Context: an optimization exercise on an open-source flow, tuned for small area, a short achievable clock period and few clock cycles per item. The choices shown serve that exercise and are no tape-out recipe. In this exercise RTL edits were held to simulation tests only and were not proved equivalent to the original. Power and IR drop assume default switching activity.

$ cat design/flow/config.mk
export PLATFORM = sky130hd
export DESIGN_NAME = mltp
export DESIGN_NICKNAME = mltp
export VERILOG_FILES = /design/flow/design.v
export SDC_FILE = /design/flow/constraint.sdc
export NUM_CORES = 4
export LEC_CHECK = 0
export CAP_MARGIN = 20
export CORE_MARGIN = 2
export CORE_UTILIZATION = 40
export SLEW_MARGIN = 20
$ cat design/flow/constraint.sdc
create_clock -name core_clock -period 5.0 [get_ports {CLK}]
set_input_delay 1.0000 -clock core_clock [delete_from_list [all_inputs] [get_ports {CLK}]]
set_output_delay 1.0000 -clock core_clock [all_outputs]
set_load 0.01 [all_outputs]
$ cat design/flow/design.v
`timescale 1ns / 1ps
module mltp (
  input S, CLK, Clr,
  input [7:0] Binput, Qinput,
  output [7:0] A, Q,
  output reg R  
);
  wire pp0_0, pp0_1, pp0_2, pp0_3, pp0_4, pp0_5, pp0_6, pp0_7, pp1_0, pp1_1, pp1_2, pp1_3, pp1_4, pp1_5, pp1_6, pp1_7, pp2_0, pp2_1, pp2_2, pp2_3, pp2_4, pp2_5, pp2_6, pp2_7, pp3_0, pp3_1, pp3_2, pp3_3, pp3_4, pp3_5, pp3_6, pp3_7, pp4_0, pp4_1, pp4_2, pp4_3, pp4_4, pp4_5, pp4_6, pp4_7, pp5_0, pp5_1, pp5_2, pp5_3, pp5_4, pp5_5, pp5_6, pp5_7, pp6_0, pp6_1, pp6_2, pp6_3, pp6_4, pp6_5, pp6_6, pp6_7, pp7_0, pp7_1, pp7_2, pp7_3, pp7_4, pp7_5, pp7_6, pp7_7, s1, c2, s3, c4, s5, c6, s7, c8, s9, c10, s11, c12, s13, c14, s15, c16, s17, c18, s19, c20, s21, c22, s23, c24, s25, c26, s27, c28, s29, c30, s31, c32, s33, c34, s35, c36, s37, c38, s39, c40, s41, c42, s43, c44, s45, c46, s47, c48, s49, c50, s51, c52, s53, c54, s55, c56, s57, c58, s59, c60, s61, c62, s63, c64, s65, c66, s67, c68, s69, c70, s71, c72, s73, c74, s75, c76, s77, c78, s79, c80, s81, c82, s83, c84, s85, c86, s87, c88, s89, c90, s91, c92, s93, c94;
  assign pp0_0 = Binput[0] & Qinput[0];
  assign pp0_1 = Binput[0] & Qinput[1];
  assign pp0_2 = Binput[0] & Qinput[2];
  assign pp0_3 = Binput[0] & Qinput[3];
  assign pp0_4 = Binput[0] & Qinput[4];
  assign pp0_5 = Binput[0] & Qinput[5];
  assign pp0_6 = Binput[0] & Qinput[6];
  assign pp0_7 = Binput[0] & Qinput[7];
  assign pp1_0 = Binput[1] & Qinput[0];
  assign pp1_1 = Binput[1] & Qinput[1];
  assign pp1_2 = Binput[1] & Qinput[2];
  assign pp1_3 = Binput[1] & Qinput[3];
  assign pp1_4 = Binput[1] & Qinput[4];
  assign pp1_5 = Binput[1] & Qinput[5];
  assign pp1_6 = Binput[1] & Qinput[6];
  assign pp1_7 = Binput[1] & Qinput[7];
  assign pp2_0 = Binput[2] & Qinput[0];
  assign pp2_1 = Binput[2] & Qinput[1];
  assign pp2_2 = Binput[2] & Qinput[2];
  assign pp2_3 = Binput[2] & Qinput[3];
  assign pp2_4 = Binput[2] & Qinput[4];
  assign pp2_5 = Binput[2] & Qinput[5];
  assign pp2_6 = Binput[2] & Qinput[6];
  assign pp2_7 = Binput[2] & Qinput[7];
  assign pp3_0 = Binput[3] & Qinput[0];
  assign pp3_1 = Binput[3] & Qinput[1];
  assign pp3_2 = Binput[3] & Qinput[2];
  assign pp3_3 = Binput[3] & Qinput[3];
  assign pp3_4 = Binput[3] & Qinput[4];
  assign pp3_5 = Binput[3] & Qinput[5];
  assign pp3_6 = Binput[3] & Qinput[6];
  assign pp3_7 = Binput[3] & Qinput[7];
  assign pp4_0 = Binput[4] & Qinput[0];
  assign pp4_1 = Binput[4] & Qinput[1];
  assign pp4_2 = Binput[4] & Qinput[2];
  assign pp4_3 = Binput[4] & Qinput[3];
  assign pp4_4 = Binput[4] & Qinput[4];
  assign pp4_5 = Binput[4] & Qinput[5];
  assign pp4_6 = Binput[4] & Qinput[6];
  assign pp4_7 = Binput[4] & Qinput[7];
  assign pp5_0 = Binput[5] & Qinput[0];
  assign pp5_1 = Binput[5] & Qinput[1];
  assign pp5_2 = Binput[5] & Qinput[2];
  assign pp5_3 = Binput[5] & Qinput[3];
  assign pp5_4 = Binput[5] & Qinput[4];
  assign pp5_5 = Binput[5] & Qinput[5];
  assign pp5_6 = Binput[5] & Qinput[6];
  assign pp5_7 = Binput[5] & Qinput[7];
  assign pp6_0 = Binput[6] & Qinput[0];
  assign pp6_1 = Binput[6] & Qinput[1];
  assign pp6_2 = Binput[6] & Qinput[2];
  assign pp6_3 = Binput[6] & Qinput[3];
  assign pp6_4 = Binput[6] & Qinput[4];
  assign pp6_5 = Binput[6] & Qinput[5];
  assign pp6_6 = Binput[6] & Qinput[6];
  assign pp6_7 = Binput[6] & Qinput[7];
  assign pp7_0 = Binput[7] & Qinput[0];
  assign pp7_1 = Binput[7] & Qinput[1];
  assign pp7_2 = Binput[7] & Qinput[2];
  assign pp7_3 = Binput[7] & Qinput[3];
  assign pp7_4 = Binput[7] & Qinput[4];
  assign pp7_5 = Binput[7] & Qinput[5];
  assign pp7_6 = Binput[7] & Qinput[6];
  assign pp7_7 = Binput[7] & Qinput[7];
  assign s1 = pp0_2 ^ pp1_1;
  assign c2 = pp0_2 & pp1_1;
  assign s3 = pp0_3 ^ pp1_2 ^ pp2_1;
  assign c4 = (pp0_3 & pp1_2) | (pp2_1 & (pp0_3 ^ pp1_2));
  assign s5 = pp3_0 ^ c2;
  assign c6 = pp3_0 & c2;
  assign s7 = pp0_4 ^ pp1_3 ^ pp2_2;
  assign c8 = (pp0_4 & pp1_3) | (pp2_2 & (pp0_4 ^ pp1_3));
  assign s9 = pp3_1 ^ pp4_0 ^ c4;
  assign c10 = (pp3_1 & pp4_0) | (c4 & (pp3_1 ^ pp4_0));
  assign s11 = c6 ^ s7;
  assign c12 = c6 & s7;
  assign s13 = pp0_5 ^ pp1_4 ^ pp2_3;
  assign c14 = (pp0_5 & pp1_4) | (pp2_3 & (pp0_5 ^ pp1_4));
  assign s15 = pp3_2 ^ pp4_1 ^ pp5_0;
  assign c16 = (pp3_2 & pp4_1) | (pp5_0 & (pp3_2 ^ pp4_1));
  assign s17 = c8 ^ s13 ^ s15;
  assign c18 = (c8 & s13) | (s15 & (c8 ^ s13));
  assign s19 = c12 ^ c10;
  assign c20 = c12 & c10;
  assign s21 = pp0_6 ^ pp1_5 ^ pp2_4;
  assign c22 = (pp0_6 & pp1_5) | (pp2_4 & (pp0_6 ^ pp1_5));
  assign s23 = pp3_3 ^ pp4_2 ^ pp5_1;
  assign c24 = (pp3_3 & pp4_2) | (pp5_1 & (pp3_3 ^ pp4_2));
  assign s25 = pp6_0 ^ c14 ^ c16;
  assign c26 = (pp6_0 & c14) | (c16 & (pp6_0 ^ c14));
  assign s27 = s21 ^ s23 ^ c18;
  assign c28 = (s21 & s23) | (c18 & (s21 ^ s23));
  assign s29 = s25 ^ c20;
  assign c30 = s25 & c20;
  assign s31 = pp0_7 ^ pp1_6 ^ pp2_5;
  assign c32 = (pp0_7 & pp1_6) | (pp2_5 & (pp0_7 ^ pp1_6));
  assign s33 = pp3_4 ^ pp4_3 ^ pp5_2;
  assign c34 = (pp3_4 & pp4_3) | (pp5_2 & (pp3_4 ^ pp4_3));
  assign s35 = pp6_1 ^ pp7_0 ^ c22;
  assign c36 = (pp6_1 & pp7_0) | (c22 & (pp6_1 ^ pp7_0));
  assign s37 = c24 ^ s31 ^ s33;
  assign c38 = (c24 & s31) | (s33 & (c24 ^ s31));
  assign s39 = c26 ^ s35 ^ s37;
  assign c40 = (c26 & s35) | (s37 & (c26 ^ s35));
  assign s41 = c28 ^ c30;
  assign c42 = c28 & c30;
  assign s43 = pp1_7 ^ pp2_6 ^ pp3_5;
  assign c44 = (pp1_7 & pp2_6) | (pp3_5 & (pp1_7 ^ pp2_6));
  assign s45 = pp4_4 ^ pp5_3 ^ pp6_2;
  assign c46 = (pp4_4 & pp5_3) | (pp6_2 & (pp4_4 ^ pp5_3));
  assign s47 = pp7_1 ^ c32 ^ c34;
  assign c48 = (pp7_1 & c32) | (c34 & (pp7_1 ^ c32));
  assign s49 = s43 ^ s45 ^ c36;
  assign c50 = (s43 & s45) | (c36 & (s43 ^ s45));
  assign s51 = c38 ^ s47 ^ s49;
  assign c52 = (c38 & s47) | (s49 & (c38 ^ s47));
  assign s53 = c40 ^ c42;
  assign c54 = c40 & c42;
  assign s55 = pp2_7 ^ pp3_6 ^ pp4_5;
  assign c56 = (pp2_7 & pp3_6) | (pp4_5 & (pp2_7 ^ pp3_6));
  assign s57 = pp5_4 ^ pp6_3 ^ pp7_2;
  assign c58 = (pp5_4 & pp6_3) | (pp7_2 & (pp5_4 ^ pp6_3));
  assign s59 = c44 ^ c46 ^ s55;
  assign c60 = (c44 & c46) | (s55 & (c44 ^ c46));
  assign s61 = s57 ^ c48 ^ s59;
  assign c62 = (s57 & c48) | (s59 & (s57 ^ c48));
  assign s63 = c50 ^ s61 ^ c52;
  assign c64 = (c50 & s61) | (c52 & (c50 ^ s61));
  assign s65 = pp3_7 ^ pp4_6 ^ pp5_5;
  assign c66 = (pp3_7 & pp4_6) | (pp5_5 & (pp3_7 ^ pp4_6));
  assign s67 = pp6_4 ^ pp7_3 ^ c56;
  assign c68 = (pp6_4 & pp7_3) | (c56 & (pp6_4 ^ pp7_3));
  assign s69 = c58 ^ s65 ^ s67;
  assign c70 = (c58 & s65) | (s67 & (c58 ^ s65));
  assign s71 = c60 ^ s69 ^ c62;
  assign c72 = (c60 & s69) | (c62 & (c60 ^ s69));
  assign s73 = pp4_7 ^ pp5_6 ^ pp6_5;
  assign c74 = (pp4_7 & pp5_6) | (pp6_5 & (pp4_7 ^ pp5_6));
  assign s75 = pp7_4 ^ c66 ^ s73;
  assign c76 = (pp7_4 & c66) | (s73 & (pp7_4 ^ c66));
  assign s77 = c68 ^ s75 ^ c70;
  assign c78 = (c68 & s75) | (c70 & (c68 ^ s75));
  assign s79 = pp5_7 ^ pp6_6 ^ pp7_5;
  assign c80 = (pp5_7 & pp6_6) | (pp7_5 & (pp5_7 ^ pp6_6));
  assign s81 = c74 ^ s79 ^ c76;
  assign c82 = (c74 & s79) | (c76 & (c74 ^ s79));
  assign s83 = pp6_7 ^ pp7_6 ^ c80;
  assign c84 = (pp6_7 & pp7_6) | (c80 & (pp6_7 ^ pp7_6));
  assign s85 = pp0_1 ^ pp1_0;
  assign c86 = pp0_1 & pp1_0;
  assign s87 = pp2_0 ^ c86 ^ s1;
  assign c88 = (pp2_0 & c86) | (s1 & (pp2_0 ^ c86));
  assign s89 = s3 ^ s5 ^ c88;
  assign c90 = (s3 & s5) | (c88 & (s3 ^ s5));
  assign s91 = s11 ^ s9 ^ c90;
  assign c92 = (s11 & s9) | (c90 & (s11 ^ s9));
  assign s93 = s17 ^ s19 ^ c92;
  assign c94 = (s17 & s19) | (c92 & (s17 ^ s19));
  reg r_lo0, r_lo1, r_lo2, r_lo3, r_lo4, r_lo5, r_cin, r_a6, r_b6, r_a7, r_b7, r_a8, r_b8, r_a9, r_b9, r_a10, r_b10, r_a11, r_b11, r_a12, r_b12, r_a13, r_b13, r_a14, r_b14;
  always @(posedge CLK)
    if (S) begin
      r_lo0 <= pp0_0;
      r_lo1 <= s85;
      r_lo2 <= s87;
      r_lo3 <= s89;
      r_lo4 <= s91;
      r_lo5 <= s93;
      r_cin <= c94;
      r_a6 <= s27;
      r_b6 <= s29;
      r_a7 <= s39;
      r_b7 <= s41;
      r_a8 <= s51;
      r_b8 <= s53;
      r_a9 <= c54;
      r_b9 <= s63;
      r_a10 <= s71;
      r_b10 <= c64;
      r_a11 <= s77;
      r_b11 <= c72;
      r_a12 <= s81;
      r_b12 <= c78;
      r_a13 <= s83;
      r_b13 <= c82;
      r_a14 <= pp7_7;
      r_b14 <= c84;
    end
  wire [9:0] hi = {1'b0, r_a14, r_a13, r_a12, r_a11, r_a10, r_a9, r_a8, r_a7, r_a6} + {1'b0, r_b14, r_b13, r_b12, r_b11, r_b10, r_b9, r_b8, r_b7, r_b6} + r_cin;
  assign {A, Q} = {hi, r_lo5, r_lo4, r_lo3, r_lo2, r_lo1, r_lo0};
  always @(posedge CLK or negedge Clr)
    if (~Clr) R <= 1'b0;
    else if (S) R <= 1'b1;
endmodule
$ cat design/flow/run.sh
#!/bin/bash
# synth_recipe.tcl (not shown) runs the flow's synth.tcl, then flattens the netlist and writes it again
# the make line also repeats each setting of config.mk as NAME=value (left out here)
make -C /OpenROAD-flow-scripts/flow DESIGN_CONFIG=/design/flow/config.mk WORK_HOME=/design/flow/orfs CLKGATE_MAP_FILE= SYNTH_SCRIPT=/design/flow/synth_recipe.tcl finish
==> flow_summary.yaml <==
global_routing:
  gr-total-overflow: 0
  grt_first_pass_wirelength_um: 7830
  track_usage_pct: 13.6
  grt_pass1_vias: 1723
  antenna_found_initial: 0
  grt_max_degree: 27
logic_synthesis:
  synth_fa_ha_area_share_pct: 40.1
  syn_area_per_cell_sq_um: 11.0
  ys_types: 28
  yosysWarnings: 1
  ys_top_cells_by_area: "fa_1 (32%), edfxtp_1 (29%), ha_1 (7.9%)"
  synth_mux_area_share_pct: 0
  ys_ff_latch: 26
  syn_nets: 307
  synth-compound-area-share_pct: 4.97
  synthXorXnorAreaFrac_pct: 2.06
  yosysTopAreaCell: "fa_1"
  synth_area_sq_um: 2540
  synth_top_area_share_pct: 32.3
  synth_top_family_by_area: "adder cells"
  syn_inst: 231
  synth_simple_gate_area_share_pct: 14.0
  yosysSeqAreaShare_pct: 30.5
placed_design:
  port_buffers: 35
  place_area_sq_um: 2950
  dp.cells: 337
  gp_congestion: 0.817
  dp_slack_ps: 881
  dp_hpwl_um: 3620
setup_path:
  critPathLaunchType: "input pin"
  path_class: "in -> reg"
  crit_arrival_ps: 3840
  r2r-start: "R"
  critPathCaptureType: "flip-flop"
  startpoint: "Qinput[6]"
  crit_required_ps: 5010
  critical_path_peak_fanout: 8
floorplan:
  start_util_pct: 40.8
  coreArea_sq_um: 6240
  pin_count: 36
  dieArea_sq_um: 7020
  die_h_um: 83.8
  rows: 29
  fp.dieW_um: 83.8
clock_tree:
  path_clk_slew_ps: 80
  cts_max_level: 1
  clk_latency_ps: 260
  root_buffer: "clkbuf_8"
  cts_tree: "built"
  cts_made_buffers: 3
  post-cts-setup-buffers: 0
  cts_hold_buffers: 0
  clockBufferDepth: 2
  cts_resized: 0
  numClockSinks: 26
routing:
  ant_nets: 0
  avgRoutedWirePerCell_um: 12.8
  vias: 1615
  drt-pass1-iter-count: 4
  vias_per_cell: 4.74
  route.detailed.drc: 0
  wl_um: 4380
  first_iter_violations: 98
sta:
  post-route-period-util_pct: 76.7
  hold_violations: 0
  drv_slew: 0
  whs_ps: 478
  tightest_slew_ps: 540
  fin_setup_tns_ps: 0
  grt_setup_unrepaired: "no"
  skew_ps: 0
  post-route-min-period_ps: 3840
  fin_ws_ps: 1160
  setup_violations: 0
  slew_headroom_pct: 64.0
  clock.fmax_mhz: 261
final_layout:
  fin_cells: 341
  diodes: 0
  final_cell_mix: "inv_1 (45), nand2_1 (41), fa_1 (41)"
  drive_above_1_share_pct: 3.03
  design_area_sq_um: 2990
  fin_nets: 341
  area_growth_pct: 17.4
  layout_commonest_cell: "inv_1"
worst_hold_path:
  hp-class: "reg -> reg"
  hold_path.startpoint: "R"
flow_run:
  maxCapViolCount: 0
power_and_ir_drop:
  p_leak_nw: 1.33
  power.density_nw_per_um2: 344
  peakVddDrop_mv: 0.277
outcome:
  outcome: "complete, no violations"
## layout make-up
type                    instances  area, sq um
flip-flops and latches         26          776
clock buffers                   4         45.0
well taps                      77         96.3
fillers                       607         3250
multi-input cells             154         1560
repair buffers                 35          345
inverters                      45          169
## synthesized netlist by cell type
| cell type | instances |
|---|---|
| a2111oi_1 | 1 |
| a211oi_1 | 1 |
| a21boi_1 | 1 |
| a21o_1 | 1 |
| a21oi_1 | 5 |
| a21oi_2 | 1 |
| a311oi_2 | 1 |
| a31o_1 | 1 |
| and2_1 | 25 |
| and3_1 | 1 |
| and4_1 | 1 |
| buf_4 | 6 |
| dfrtp_1 | 1 |
| edfxtp_1 | 25 |
| fa_1 | 41 |
| ha_1 | 16 |
| inv_1 | 45 |
| nand2_1 | 41 |
| nor2_1 | 3 |
| nor2b_1 | 1 |
| o2111ai_1 | 1 |
| o21a_1 | 1 |
| o21ai_0 | 1 |
| o21ai_1 | 1 |
| o32a_1 | 1 |
| or2_2 | 2 |
| xnor2_1 | 3 |
| xor2_1 | 3 |
## worst max-delay path, cell delays in order
cell and delay [ps]:
clkdlybuf4s50_1 560, and2_1 230, fa_1 420, inv_1 80, fa_1 150, inv_1 50
fa_1 470, inv_1 50, fa_1 360, inv_1 70, fa_1 400
## worst paths after layout
kind	endpoint	slack, ps	depth (start not counted)
worst max-delay path	r_b9	1160	11
worst min-delay path	R	480	1
worst max register to register	R	4220	1
worst min register to register	R	480	1
max in group asynchronous	R	4040	1
min in group asynchronous	R	870	1
## kinds of logic after synthesis
kind of cell / Yosys count
AO/OA/AOI/OAI: 17
XOR/XNOR: 6
adder cells (fa/ha/maj): 57
buffers and inverters: 51
flip-flops: 26
AND/OR/NAND/NOR: 74
## power by group
group / switching, mW / internal (mW) / leakage [nW]
registers: 0.0141 / 0.304 / 0.251
logic: 0.287 / 0.309 / 1.06
clock network: 0.0582 / 0.0569 / 0.0228
total: 0.359 / 0.670 / 1.33
## per-layer routing
metal	track usage, %	wire length, um	up-vias	part of all wire, %
met4	3.96	61	0	1.4
met3	0.791	146	5	3.3
met2	22.8	2090	29	48
met5	0	0	-	0
li1	-	-	782	-
met1	19.3	2080	799	48
## through the flow
stage / utilization, % / total power, mW
after floorplan: - / 0.685
after global placement: 47.2 / 0.919
after detailed placement: 47.2 / 0.928
after CTS: 47.9 / 1.05
after global routing: 47.9 / 1.12
final: 47.9 / 1.03
Testbench counts, summed over its fixed seeds: cycles 2,048, products 2,048.

==> afterwards: timing with drivers on the ports <==
No port has a modelled driver above. Below, the same layout with a new extraction and two added sets of constraints. Step 1 (the two cells are an assumption about what drives the block):
set clk [get_ports {CLK}]
set_driving_cell -lib_cell sky130_fd_sc_hd__clkbuf_16 $clk
set_driving_cell -lib_cell sky130_fd_sc_hd__buf_2 [delete_from_list [all_inputs] $clk]
Step 2, shift: input delay + t, output delay - t, t = (earliest + latest rising clock arrival at the registers) / 2. This alone moves slack from input paths to output paths. a / b / c = no drivers / after step 1 / after step 2; a / b = the first two.
t (ns): 0.288
slack for setup (ns): 1.164 / 1.168 / 0.880
hold WS [ns]: 0.478 / 0.478 / 0.478
worst setup path after step 2: input to register
slew at the worst register clock pin (ns): 0.08 / 0.08
After both steps setup and hold are still met in this run. For this run, drivers alone change the setup slack by +0.004 ns; drivers and shift together by -0.284 ns.
